Source: an optimization exercise on an open RTL-to-GDS flow (aim: small area, a short achievable clock period and few clock cycles). Production flows keep margins and buffers that such runs may drop.
No functional check of the RTL was part of any run shown here.
Power figures rest on the tool's default switching activity, not on a simulated workload.

[design.v]
module min_cpu (clk, rst, mem_addr, mem_we, mem_wdata, mem_rdata);
    input clk;
    input rst;
    output [15:0] mem_addr;
    output mem_we;
    output [15:0] mem_wdata;
    input [15:0] mem_rdata;
    function sumzero;
        input [15:0] a, b;
        begin
            sumzero = ((a ^ b) == {a[14:0] | b[14:0], 1'b0});
        end
    endfunction
    reg [15:0] rf [0:15];
    reg [15:0] pc, opa, opb;
    reg [3:0]  rx, ry;
    reg z;
    reg s_f, s_x, s_p, s_d, s_w;
    reg k_alurr, k_ldrr, k_strr, k_alum, k_ldm, k_stm, k_tst, k_bz, k_push, k_pop, k_popw;
    reg o_and, o_sub;
    reg we, asel;
    wire [15:0] n = mem_rdata;
    wire [2:0] n_cls = n[12:10];
    wire n_m   = (n[5:4] != 2'b00);
    wire n_ab  = n[5];
    wire n_mcl = (n_cls == 3'b100) | (n_cls == 3'b001) | (n_cls == 3'b010) | (n_cls == 3'b011);
    wire n_stk = (n_cls == 3'b110);
    wire n_push = n_stk & n[13];
    wire n_bz  = (n_cls == 3'b101);
    wire n_x   = n_mcl & n_m & n_ab;
    wire n_p   = n_push;
    wire n_d   = (n_mcl & n_m & ~n_ab) | (n_stk & ~n[13]);
    wire [15:0] rsum = opa + opb;
    wire [15:0] rdiff = opa - opb;
    wire [15:0] randv = opa & opb;
    wire rzero = o_and ? (randv == 16'd0) : (o_sub ? (opa == opb) : sumzero(opa, opb));
    wire [15:0] mx = s_x ? opb : (opa ^ {16{o_sub}});
    wire [15:0] msum = mx + mem_rdata;
    wire [15:0] malu = (o_and & ~s_x) ? (opa & mem_rdata) : (msum ^ {16{o_sub & ~s_x}});
    wire [15:0] incdec = opb + {{15{k_push}}, 1'b1};
    assign mem_addr  = asel ? pc : opb;
    assign mem_we    = we;
    assign mem_wdata = opa;
    wire w_add = s_f & k_alurr & ~o_and & ~o_sub;
    wire w_sub = s_f & k_alurr & o_sub;
    wire w_and = s_f & k_alurr & o_and;
    wire w_alu = s_f & k_alurr;
    wire w_a   = s_f & k_strr;
    wire w_b   = s_f & k_ldrr;
    wire w_inc = (s_f & k_popw) | s_p;
    wire w_rd  = s_d & (k_ldm | k_pop);
    wire wen = w_alu | w_a | w_b | w_inc | w_rd;
    wire [3:0] wa = (w_b | w_rd) ? rx : ry;
    wire [15:0] wd = ({16{w_add}} & rsum) | ({16{w_sub}} & rdiff) | ({16{w_and}} & randv) | ({16{w_a}} & opa) | ({16{w_b}} & opb) |
                     ({16{w_inc}} & incdec) | ({16{w_rd}} & mem_rdata);
    wire [3:0] nrx = n[9:6];
    wire [3:0] nry = n[3:0];
    wire fwd = s_f & (k_alurr | k_ldrr | k_strr | k_popw);
    wire [3:0] fwa = k_ldrr ? rx : ry;
    reg [15:0] ra_rf, rb_rf;
    integer ri;
    always @(*) begin
        ra_rf = 16'd0; rb_rf = 16'd0;
        for (ri = 0; ri < 16; ri = ri + 1) begin
            ra_rf = ra_rf | (rf[ri] & {16{nrx == ri}});
            rb_rf = rb_rf | (rf[ri] & {16{nry == ri}});
        end
    end
    wire hita = fwd & (fwa == nrx);
    wire hitb = fwd & (fwa == nry);
    always @(posedge clk) begin
        if (wen) rf[wa] <= wd;
    end
    wire zrd = (mem_rdata == 16'd0);
    wire zopa = (opa == 16'd0);
    wire zopb = (opb == 16'd0);
    wire zn = (w_alu & rzero) | (w_a & zopa) | (w_b & zopb) |
              (s_d & (k_ldm | k_tst) & zrd) | (((s_d & k_stm) | s_w) & zopa) |
              (~(w_alu | w_a | w_b | (s_d & (k_ldm | k_tst | k_stm)) | s_w) & z);
    always @(posedge clk) z <= zn;
    wire taken = k_bz & z;
    wire [15:0] faddr = taken ? opb : pc;
    always @(posedge clk) begin
        if (rst) begin
            s_f <= 1'b1; s_x <= 1'b0; s_p <= 1'b0; s_d <= 1'b0; s_w <= 1'b0;
            k_alurr <= 1'b0; k_ldrr <= 1'b0; k_strr <= 1'b0; k_alum <= 1'b0;
            k_ldm <= 1'b0; k_stm <= 1'b0; k_tst <= 1'b0; k_bz <= 1'b0;
            k_push <= 1'b0; k_pop <= 1'b0; k_popw <= 1'b0;
            we <= 1'b0;
            asel <= 1'b1;
            pc <= 16'd0;
        end else begin
            if (s_f) begin
                pc <= faddr + 16'd1;
                s_f <= ~(n_x | n_p | n_d); s_x <= n_x; s_p <= n_p; s_d <= n_d; s_w <= 1'b0;
                k_alurr <= (n_cls == 3'b100) & ~n_m;
                k_ldrr  <= (n_cls == 3'b001) & ~n_m;
                k_strr  <= (n_cls == 3'b010) & ~n_m;
                k_alum  <= (n_cls == 3'b100) & n_m;
                k_ldm   <= (n_cls == 3'b001) & n_m;
                k_stm   <= (n_cls == 3'b010) & n_m;
                k_tst   <= (n_cls == 3'b011);
                k_bz    <= n_bz;
                k_push  <= n_push;
                k_pop   <= n_stk & ~n[13];
                k_popw  <= n_stk & ~n[13] & (nrx != nry);
                we      <= (n_cls == 3'b010) & n_m & ~n_ab;
                asel    <= n_x | ~(n_d | n_p | (n_bz & zn));
            end else begin
                if (s_x) pc <= pc + 16'd1;
                s_x <= 1'b0;
                s_p <= 1'b0;
                s_d <= s_x | s_p;
                s_w <= s_d & k_alum;
                s_f <= (s_d & ~k_alum) | s_w;
                we  <= (s_x & k_stm) | s_p | (s_d & k_alum);
                asel <= (s_d & ~k_alum) | s_w;
            end
        end
    end
    always @(posedge clk) begin
        if (s_f) begin
            rx  <= nrx;
            ry  <= nry;
            o_and <= (n[14:13] == 2'b11);
            o_sub <= (n[14:13] == 2'b10);
        end
        if (s_f | (s_d & k_alum)) opa <= hita ? wd : (s_f ? ra_rf : malu);
        if (s_f | s_x | s_p) opb <= hitb ? wd : (s_f ? rb_rf : (s_x ? malu : incdec));
    end
endmodule
[run.sh]
#!/bin/bash
# synth_recipe.tcl (not shown) runs the flow's synth.tcl, then flattens the netlist and writes it again
# the make line also repeats each setting of config.mk as NAME=value (left out here)
make -C /OpenROAD-flow-scripts/flow DESIGN_CONFIG=/design/flow/config.mk WORK_HOME=/design/flow/orfs CLKGATE_MAP_FILE= SYNTH_SCRIPT=/design/flow/synth_recipe.tcl finish
[config.mk]
export PLATFORM = sky130hd
export DESIGN_NAME = min_cpu
export DESIGN_NICKNAME = min_cpu
export VERILOG_FILES = /design/flow/design.v
export SDC_FILE = /design/flow/constraint.sdc
export NUM_CORES = 4
export LEC_CHECK = 0
export CAP_MARGIN = 20
export CORE_MARGIN = 2
export CORE_UTILIZATION = 40
export CTS_BUF_LIST = sky130_fd_sc_hd__clkbuf_4 sky130_fd_sc_hd__clkbuf_8
export SETUP_SLACK_MARGIN = 4.4
export SLEW_MARGIN = 20
[constraint.sdc]
create_clock -name core_clock -period 8.0 [get_ports {clk}]
set_input_delay 1.6000 -clock core_clock [delete_from_list [all_inputs] [get_ports {clk}]]
set_output_delay 1.6000 -clock core_clock [all_outputs]
set_load 0.01 [all_outputs]
==> out/qor.csv, run 1 <==
metric,value,unit
grt_pass1_vias,17400,
rows,81,
portBuffers,50,
dpl.hpwl,52000,um
synth_cell_types,82,
htree_num_levels,2,
drv_cap,0,
syn_to_final_growth,20.9,%
initial_core_util,0.405,
tns,0,ns
end_kind,flop,
synthCells,1880,
vias_per_cell,6.77,
cts.hold.buffers_added,0,
rsz0062_at_grt,yes,
core,48800,um^2
grt_pass1_wl,119000,um
vias,18600,
min_period,3.57,ns
critPathLaunchType,flop,
clock-sinks,333,
cts_max_path_buffers,3,
peakVddDrop,0.132,mV
holdWs,0.473,ns
final_common_cell,edfxtp_1,
cts_buffers,53,
required,8.35,ns
wl_per_cell,30.6,um
yosysSeqAreaShare,0.488,
period_share,0.446,
die-width,226,um
syn_area_per_cell,10.5,um^2
status,timing/DRC/antenna clean,
ys_ff_latch,333,
layout-drive-gt1-share,0.190,
hold_path_class,reg -> reg,
grt.overflow.total,0,
nets,2137,
drv_slew,0,
cts_tree,built,
skew,0.0384,ns
finalSetupViolCount,0,
netlist_area,19800,um^2
clkLatencyLatePin,0.66,ns
grt_antenna_before_repair,1,
power_density,248,nW/um^2
antenna_left,0,
clk_pin_slew,0.07,ns
maxSlewHeadroom,0.274,
hold_viol,0,
async_reset_ff_frac,0,
drc,0,
dieArea,51200,um^2
ys.flop_type,edfxtp_1,
num_io_pins,51,
firstDrtPassIters,7,
grt_util_all_layers,0.320,
fmax,280,MHz
gp_congestion,0.967,
cts_root_buffer,clkbuf_8,
drt_wl_total,83900,um
syn_nets,1978,
ys_warn_count,1,
power_leakage,8.43,nW
synth_edf_count,298,
worst_pin_slew,1.09,ns
grt_max_degree,53,
final_cell_mix,"edfxtp_1, buf_4, nand2_1",
fp.dieH,226,um
first_iter_violations,2925,
crit_arrival,3.91,ns
path_class,reg -> reg,
critPathMaxFanout,17,
==> layer usage <==
metal  up-vias  routed length [um]  GRT usage  part of all wire
met1      8857               30900      0.410              0.37
met3       393               10800     0.0807              0.13
met2      1554               35900      0.484              0.43
met5         -                  32          0           0.00038
li1       7768                   -          -                 -
met4         2                6200      0.205             0.074
==> sequential cells by signal, indices dropped and copies added (netlist names), 4 cells and up <==
| register | flops |
|---|---|
| ry | 4 |
| pc | 16 |
| opa | 16 |
| rf | 256 |
| opb | 16 |
| rx | 4 |
==> synthesized netlist by cell type (all sizes together) (10+ instances only) <==
| cell | instances | area share |
|---|---|---|
| edfxtp | 298 | 0.45 |
| nand2 | 145 | 0.028 |
| a21oi | 117 | 0.030 |
| clkbuf | 105 | 0.020 |
| o21ai | 104 | 0.026 |
| a22oi | 103 | 0.039 |
| nor2 | 102 | 0.019 |
| ha | 76 | 0.048 |
| a221oi | 70 | 0.031 |
| a22o | 69 | 0.031 |
| xnor2 | 65 | 0.029 |
| inv | 58 | 0.011 |
| nor3 | 45 | 0.011 |
| nand4 | 43 | 0.014 |
| nand3 | 40 | 0.010 |
| dfxtp | 35 | 0.035 |
| xor2 | 29 | 0.013 |
| a211oi | 26 | 0.0099 |
| mux2i | 26 | 0.013 |
| o211ai | 24 | 0.0091 |
| a222oi | 22 | 0.011 |
| nand2b | 18 | 0.0057 |
| a21o | 17 | 0.0065 |
| and3 | 17 | 0.0054 |
| nor2b | 17 | 0.0054 |
| a31oi | 16 | 0.0051 |
| nor4 | 15 | 0.0047 |
| buf | 12 | 0.0025 |
| and2 | 10 | 0.0032 |
| o21bai | 10 | 0.0038 |
| o221ai | 10 | 0.0044 |
==> metrics by stage <==
stage	area, um^2	power (mW)	utilization	instances	setup WS, ns
floorplan	19800	3.40	-	1880	4.38
global placement	21400	4.06	0.439	2552	3.20
detailed placement	21400	4.07	0.439	2552	3.15
CTS	23300	5.73	0.477	2694	4.40
global route	23900	6.15	0.489	2743	4.37
finish	23900	5.93	0.489	2744	4.43
==> path summary, 6_finish.rpt <==
| path | startpoint | endpoint | slack (ns) | depth (start not counted) |
|---|---|---|---|---|
| worst max-delay path | opb[0]$_DFFE_PP_ | opb[6]$_DFFE_PP_ | 4.43 | 10 |
| worst min-delay path | pc[5]$_SDFFE_PP0P_ | pc[5]$_SDFFE_PP0P_ | 0.47 | 2 |
| worst min register to register | pc[5]$_SDFFE_PP0P_ | pc[5]$_SDFFE_PP0P_ | 0.47 | 2 |
| worst max register to register | opb[0]$_DFFE_PP_ | opb[6]$_DFFE_PP_ | 4.43 | 10 |
==> kinds of logic (layout without fill, tap and decap cells) <==
family / Yosys count / after routing / synth area share
other: 0 / 1 / 0
DFF: 333 / 333 / 0.488
buffers and inverters: 175 / 374 / 0.0335
xor gates and xnor gates: 95 / 95 / 0.0428
adders and majority gates: 80 / 80 / 0.0522
muxes: 34 / 34 / 0.0179
and+or+nand+nor: 497 / 497 / 0.125
AOI/OAI and AO/OA: 666 / 666 / 0.241
==> critical path: stages (launching register included) <==
cell      delay (ns)
edfxtp_1        0.50
buf_4           0.19
ha_1            0.26
fa_1            0.46
a211oi_1        0.36
o21bai_1        0.12
a21o_1          0.21
a221o_1         0.39
a221o_4         0.54
inv_1           0.11
o21ai_0         0.14
==> report_power, final <==
part	switching, mW	internal, mW
Clock	0.702	0.769
Combinational	1.40	0.866
Sequential	0.103	2.09
==> cell type report <==
type,instances,area [um^2]
repair buffers,221,2020
fillers,4482,25000
inverters,58,244
well taps,664,831
diodes,1,2.50
flip-flops and latches,333,9660
multi-input cells,1372,10100
clock inverters,26,175
clock buffers,69,862
==> timing repair <==
| item | CTS | global route |
|---|---|---|
| pin swaps | 8 | 26 |
| setup endpoints to repair | 390 | 270 |
| setup buffers | 44 | 49 |
| resized for setup | 104 | 67 |
| gates cloned | 3 | 0 |
==> run 2, diff against run 1 <==
--- a/config.mk
+++ b/config.mk
@@ -10,4 +10,5 @@
 export CORE_UTILIZATION = 40
 export CTS_BUF_LIST = sky130_fd_sc_hd__clkbuf_4 sky130_fd_sc_hd__clkbuf_8
-export SETUP_SLACK_MARGIN = 4.4
+export SETUP_SLACK_MARGIN = 4.8
 export SLEW_MARGIN = 20
+export TNS_END_PERCENT = 5
==> run 2 against run 1 <==
Clock skew shrank 0.0099 ns. Non-clock buffer count rose by 24. Global-route usage increased by 1.3 points. Still clean on timing, DRC and antenna. Power increased by 3.7%. First-iteration DRC count shrank 4.2%. Via count increased by 1.0%. Critical path depth down 3. Sequential share of layout area down 1.1 points. Count of clock-buffer cells in the layout grew 1. Synthesized cell count did not move. Combinational power increased by 7%.
==> out/qor.csv, run 2 <==
metric,value,unit
status,timing/DRC/antenna clean,
num_io_pins,51,
syn_area_per_cell,10.5,um^2
wl_per_cell,31.4,um
ys_top_cells_by_area,"edfxtp_1, ha_1, a22oi_1",
peakVddDrop,0.163,mV
drv_cap,0,
yosysSeqAreaShare,0.488,
hold_path_class,reg -> reg,
nets,2164,
netlist.area_leader.share,0.453,
gp_congestion,0.934,
grt_antenna_before_repair,3,
final_common_cell,edfxtp_1,
multi_input_area,10400,um^2
drc,0,
netlist_area,19800,um^2
fin_util,0.504,
core,48800,um^2
tns,0,ns
async_reset_ff_frac,0,
syn_to_final_growth,24.4,%
path_class,reg -> reg,
finalSetupViolCount,0,
grt_pass1_vias,17600,
die-width,226,um
maxSlewHeadroom,0.294,
largest_register,rf,
critPathMaxFanout,37,
critPathLaunchType,flop,
synthTopCellsByCount,"edfxtp_1, nand2_1, a21oi_1",
yosysTopAreaCell,edfxtp_1,
ys.flop_type,edfxtp_1,
layout.area.seq,9660,um^2
clock-sinks,333,
cts_root_buffer,clkbuf_8,
largest_reg_flops,256,
grt_util_all_layers,0.334,
rsz0062_at_grt,yes,
layout-drive-gt1-share,0.223,
crit_arrival,4.02,ns
cts_tree,built,
end_kind,flop,
synth_edf_count,298,
syn_nets,1978,
clkLatencyLatePin,0.67,ns
antenna_left,0,
dpl.hpwl,53300,um
initial_core_util,0.405,
grt_max_degree,51,
cts_buffers,56,
synth_most_common_cell,edfxtp_1,
nFillCells,4441,
drt_wl_total,87100,um
vias_per_cell,6.76,
power_leakage,8.68,nW
total_power,6.15,mW
power_density,250,nW/um^2
firstDrtPassIters,7,
synth_cell_types,82,
drv_slew,0,
hold_viol,0,
fp.dieH,226,um
fmax,283,MHz
cts_max_path_buffers,3,
rows,81,
period_share,0.441,
grt_pass1_wl,123000,um
grt.overflow.total,0,
min_period,3.53,ns
required,8.49,ns
dieArea,51200,um^2
first_iter_violations,2801,
portBuffers,50,
worst_pin_slew,1.06,ns
clk_pin_slew,0.06,ns
ys_warn_count,1,
synthCells,1880,
skew,0.0286,ns
vias,18800,
ys_ff_latch,333,
final_cell_mix,"edfxtp_1, buf_4, nand2_1",
htree_num_levels,2,
## run 2: cell counts after synthesis
Identical to the previous run, type by type.
## run 2: report_power, final
| part | total [mW] | internal (mW) | leakage, nW | switching, mW |
|---|---|---|---|---|
| logic | 2.44 | 0.947 | 5.03 | 1.49 |
| clock network | 1.54 | 0.798 | 0.601 | 0.738 |
| registers | 2.17 | 2.09 | 3.06 | 0.0893 |
## run 2: final timing paths
path,startpoint,to,slack (ns),cells after the start
max,s_f$_SDFF_PP1_,opa[1]$_DFFE_PP_,4.47,7
min,pc[5]$_SDFFE_PP0P_,pc[5]$_SDFFE_PP0P_,0.48,2
max reg2reg,s_f$_SDFF_PP1_,opa[1]$_DFFE_PP_,4.47,7
min reg2reg,pc[5]$_SDFFE_PP0P_,pc[5]$_SDFFE_PP0P_,0.48,2
## run 2: what timing repair did
action | 4_1_cts | 5_1_grt
setup endpoints to repair | 466 | 441
pin swaps | 25 | 40
endpoints found under the hold margin | 0 | 0
hold buffers | 0 | 0
gates resized for setup | 144 | 120
setup buffers | 84 | 33
gates cloned | 3 | 3
## run 2: cell type report
type / count / share of cell area
Clock buffer: 70 / 0.0359
Timing Repair Buffer: 245 / 0.0947
Sequential cell: 333 / 0.393
Inverter: 58 / 0.00982
Antenna cell: 1 / 0.000102
Clock inverter: 34 / 0.00916
Multi-Input combinational cell: 1372 / 0.424
Tap cell: 664 / 0.0338
## run 2: cell families after synthesis
family | Yosys count | share of synthesized area
fa+ha+maj | 80 | 0.0522
compound gates | 666 | 0.241
simple gates | 497 | 0.125
mux | 34 | 0.0179
buf+inv | 175 | 0.0335
flops | 333 | 0.488
xor+xnor | 95 | 0.0428
## run 2: layer usage
| layer | share of wire | GRT usage | up-vias |
|---|---|---|---|
| met4 | 0.073 | 0.216 | 2 |
| met3 | 0.13 | 0.0898 | 389 |
| met2 | 0.43 | 0.507 | 1503 |
| met5 | 0.00016 | 0 | - |
| met1 | 0.37 | 0.419 | 9030 |
| li1 | - | - | 7836 |
## run 2: critical path: stages, from the launching register on
cell      delay (ns)
dfxtp_2         0.47
buf_4           0.43
buf_4           0.54
and3_1          0.76
a222oi_1        0.20
nand3_1         0.64
nor2_1          0.10
a21oi_1         0.16
## run 2: metrics by stage
stage / hold slack (ns) / setup WS [ns] / area, um^2 / cells
CTS: 0.478 / 4.52 / 23800 / 2740
global placement: 0.456 / 3.28 / 21500 / 2548
global route: 0.498 / 4.40 / 24600 / 2776
detailed placement: 0.470 / 3.23 / 21500 / 2549
floorplan: 0.438 / 4.46 / 19800 / 1880
finish: 0.476 / 4.47 / 24600 / 2777
==> run 3, diff against run 2 <==
--- a/config.mk
+++ b/config.mk
@@ -6,4 +6,5 @@
 export NUM_CORES = 4
 export LEC_CHECK = 0
+export ABC_AREA = 1
 export CAP_MARGIN = 20
 export CORE_MARGIN = 2
==> run 3 against run 2 <==
Largest cell class unchanged. Largest power group unchanged. Highest routed layer is now met4. Utilization decreased by 3.2 points. Still clean on timing, DRC and antenna. Wire length increased by 21%. Area after synthesis increased by 9.5%. First-iteration DRC count increased by 2.5%. Cell area increased by 3.0%.
==> out/qor.csv, run 3 <==
metric,value,unit
status,timing/DRC/antenna clean,
synthCells,2832,
grt_pass1_vias,20800,
nFillCells,5383,
clock-sinks,333,
setup_slack,4.49,ns
grt_util_all_layers,0.368,
hold_path_class,reg -> reg,
netlist_area,21600,um^2
clkLatencyLatePin,0.70,ns
cts_tree,built,
slowest_stage,clkdlybuf4s50_1,
syn_to_final_growth,17.0,%
nets,3084,
drt_wl_total,105000,um
firstDrtPassIters,8,
synth_edf_count,298,
largest_register,rf,
first_iter_violations,2870,
finalSetupViolCount,0,
grt_pass1_wl,147000,um
final_common_cell,nand2_1,
clk_pin_slew,0.07,ns
grt_max_degree,36,
syn_area_per_cell,7.64,um^2
critical_path_buf_inv_count,1,
peakVddDrop,0.132,mV
layout-drive-gt1-share,0.126,
path_class,reg -> out,
tns,0,ns
rsz0062_at_grt,yes,
die-width,237,um
fmax,285,MHz
ys_top_cells_by_area,"edfxtp_1, nand2_1, inv_1",
synth_cell_types,53,
wl_per_cell,28.2,um
end_kind,output pin,
drc,0,
critPathTopFamily,buffers and inverters,
crit_arrival,1.91,ns
drv_cap,0,
required,6.40,ns
ys_ff_latch,333,
largest_reg_flops,256,
period_share,0.439,
gp_congestion,1.02,
critPathMaxFanout,5,
synth_most_common_cell,nand2_1,
initial_core_util,0.403,
antenna_left,0,
final_cell_mix,"nand2_1, inv_1, edfxtp_1",
grt_antenna_before_repair,1,
hold_viol,0,
cts_buffers,60,
dieArea,56000,um^2
core,53700,um^2
drv_slew,0,
power_density,296,nW/um^2
rows,85,
power_leakage,11.2,nW
critPathLaunchType,flop,
yosysTopAreaCell,edfxtp_1,
ys.flop_type,edfxtp_1,
fp.dieH,237,um
vias_per_cell,5.94,
cts_root_buffer,clkbuf_8,
grt.overflow.total,0,
skew,0.0318,ns
worst_pin_slew,1.24,ns
critical_path.max_stage_delay,0.62,ns
syn_nets,2930,
portBuffers,50,
cts_max_path_buffers,3,
dpl.hpwl,73800,um
vias,22100,
dp_slack,3.05,ns
crit_path_cell_trace,clkdlybuf4s50_1,
num_io_pins,51,
netlist.area_leader.share,0.413,
ys_warn_count,1,
yosysSeqAreaShare,0.446,
htree_num_levels,2,
maxSlewHeadroom,0.172,
min_period,3.51,ns
synthTopCellsByCount,"nand2_1, inv_1, nor2_1",
async_reset_ff_frac,0,
==> run 3: cell types whose count changed in the layout (fill, tap and decap cells not counted), moves of 22 or more <==
cell / before / now
nand2_1: 142 / 745
inv_1: 38 / 385
nor2_1: 88 / 277
nand3_1: 39 / 197
o22ai_1: 3 / 113
a22oi_1: 102 / 0
o21ai_0: 76 / 149
a22o_1: 69 / 2
a221oi_1: 65 / 12
buf_4: 154 / 104
xnor2_1: 62 / 28
mux2i_1: 26 / 0
nand2_2: 2 / 25
a222oi_1: 22 / 0
==> run 3: layout make-up <==
class / instances / area [um^2] / area share
Multi-Input combinational cell: 2002 / 10400 / 0.412
Sequential cell: 333 / 9660 / 0.381
Inverter: 420 / 1630 / 0.0644
Timing Repair Buffer: 169 / 1450 / 0.0571
Clock buffer: 70 / 901 / 0.0356
Tap cell: 696 / 871 / 0.0344
Clock inverter: 38 / 375 / 0.0148
Antenna cell: 1 / 2.50 / 0.0000988
==> run 3: metrics by stage <==
| stage | total power, mW | std cells | instance area [um^2] | util | hold slack (ns) |
|---|---|---|---|---|---|
| 6_report | 7.49 | 3729 | 25300 | 0.472 | 0.494 |
| 5_1_grt | 7.83 | 3728 | 25300 | 0.472 | 0.514 |
| 4_1_cts | 7.22 | 3682 | 24800 | 0.462 | 0.492 |
| 3_5_place_dp | 5.29 | 3528 | 23000 | 0.428 | 0.481 |
| 3_3_place_gp | 5.31 | 3527 | 23000 | 0.428 | 0.468 |
| 2_1_floorplan | 4.07 | 2832 | 21700 | - | 0.451 |
==> run 3: cell families after synthesis <==
group,Yosys count,share of synthesized area
AND/OR/NAND/NOR,1399,0.271
buffers and inverters,497,0.0888
AO/OA/AOI/OAI,469,0.125
flip-flops,333,0.446
adder cells (fa/ha/maj),80,0.0476
XOR/XNOR,54,0.0219
==> run 3: per-layer routing <==
metal,track usage,part of all wire,wire length [um]
met4,0.289,0.099,10400
met1,0.439,0.37,38600
met5,0,0,0
met3,0.0726,0.093,9820
met2,0.583,0.44,46400
==> run 3: power breakdown <==
group          total [mW]  switching (mW)  internal (mW)
combinational        3.54            2.41           1.13
sequential           2.18           0.142           2.04
clock                1.77           0.786          0.980
==> run 3: path summary, 6_finish.rpt <==
kind                       from                   to  slack (ns)  cells past startpoint
max            opa[5]$_DFFE_PP_         mem_wdata[5]        4.49                      1
min          k_tst$_SDFFE_PP0P_   k_tst$_SDFFE_PP0P_        0.49                      2
max reg2reg    opb[8]$_DFFE_PP_  rf[6][12]$_DFFE_PP_        4.54                     12
min reg2reg  k_tst$_SDFFE_PP0P_   k_tst$_SDFFE_PP0P_        0.49                      2
==> run 3: repair_timing <==
| item | CTS | global route |
|---|---|---|
| pin swaps | 11 | 5 |
| cloned | 0 | 1 |
| gates resized for setup | 101 | 120 |
| hold buffers | 0 | 0 |
| setup endpoints to repair | 558 | 403 |
| buffers inserted | 46 | 44 |
==> run 3: worst reg2reg max path, cell delays in order (launching register included) <==
cell,delay [ns]
edfxtp_1,0.55
clkinvlp_4,0.19
buf_4,0.16
buf_12,0.13
ha_1,0.61
nand2_1,0.20
nor2_1,0.18
nand3_1,0.12
nand3_1,0.11
nand2_1,0.05
nand3_1,0.09
nand4_1,0.46
buf_6,0.37

==> static timing again, ports no longer ideal <==
Ports are ideal in the flow. The routed layouts listed here were re-timed in OpenROAD.
Step 1, drivers: a clkbuf_16 drives clk and a buf_2 each remaining input, both assumed.
Step 2 adds t to the input delays and takes it off the output delays; t is the mean of the earliest and latest rising clock arrival at the registers after step 1. Input paths then give back, and output paths get back, about the clock's delay inside the block.
Slacks: ideal / step 1 / step 2; pairs: ideal / step 1.
| run | shift t [ns] | setup WS [ns] | slew at the worst register clock pin (ns) |
|---|---|---|---|
| run 1 | 0.692 | 4.435 / 4.386 / 3.778 | 0.07 / 0.07 |
| run 2 | 0.706 | 4.468 / 4.468 / 3.871 | 0.07 / 0.07 |
| run 3 | 0.738 | 4.490 / 4.431 / 3.841 | 0.07 / 0.07 |
After both steps every run listed still meets setup and hold. The setup slack of run 1, which loses most, moves by -0.049 ns with the drivers and by -0.657 ns with both steps.
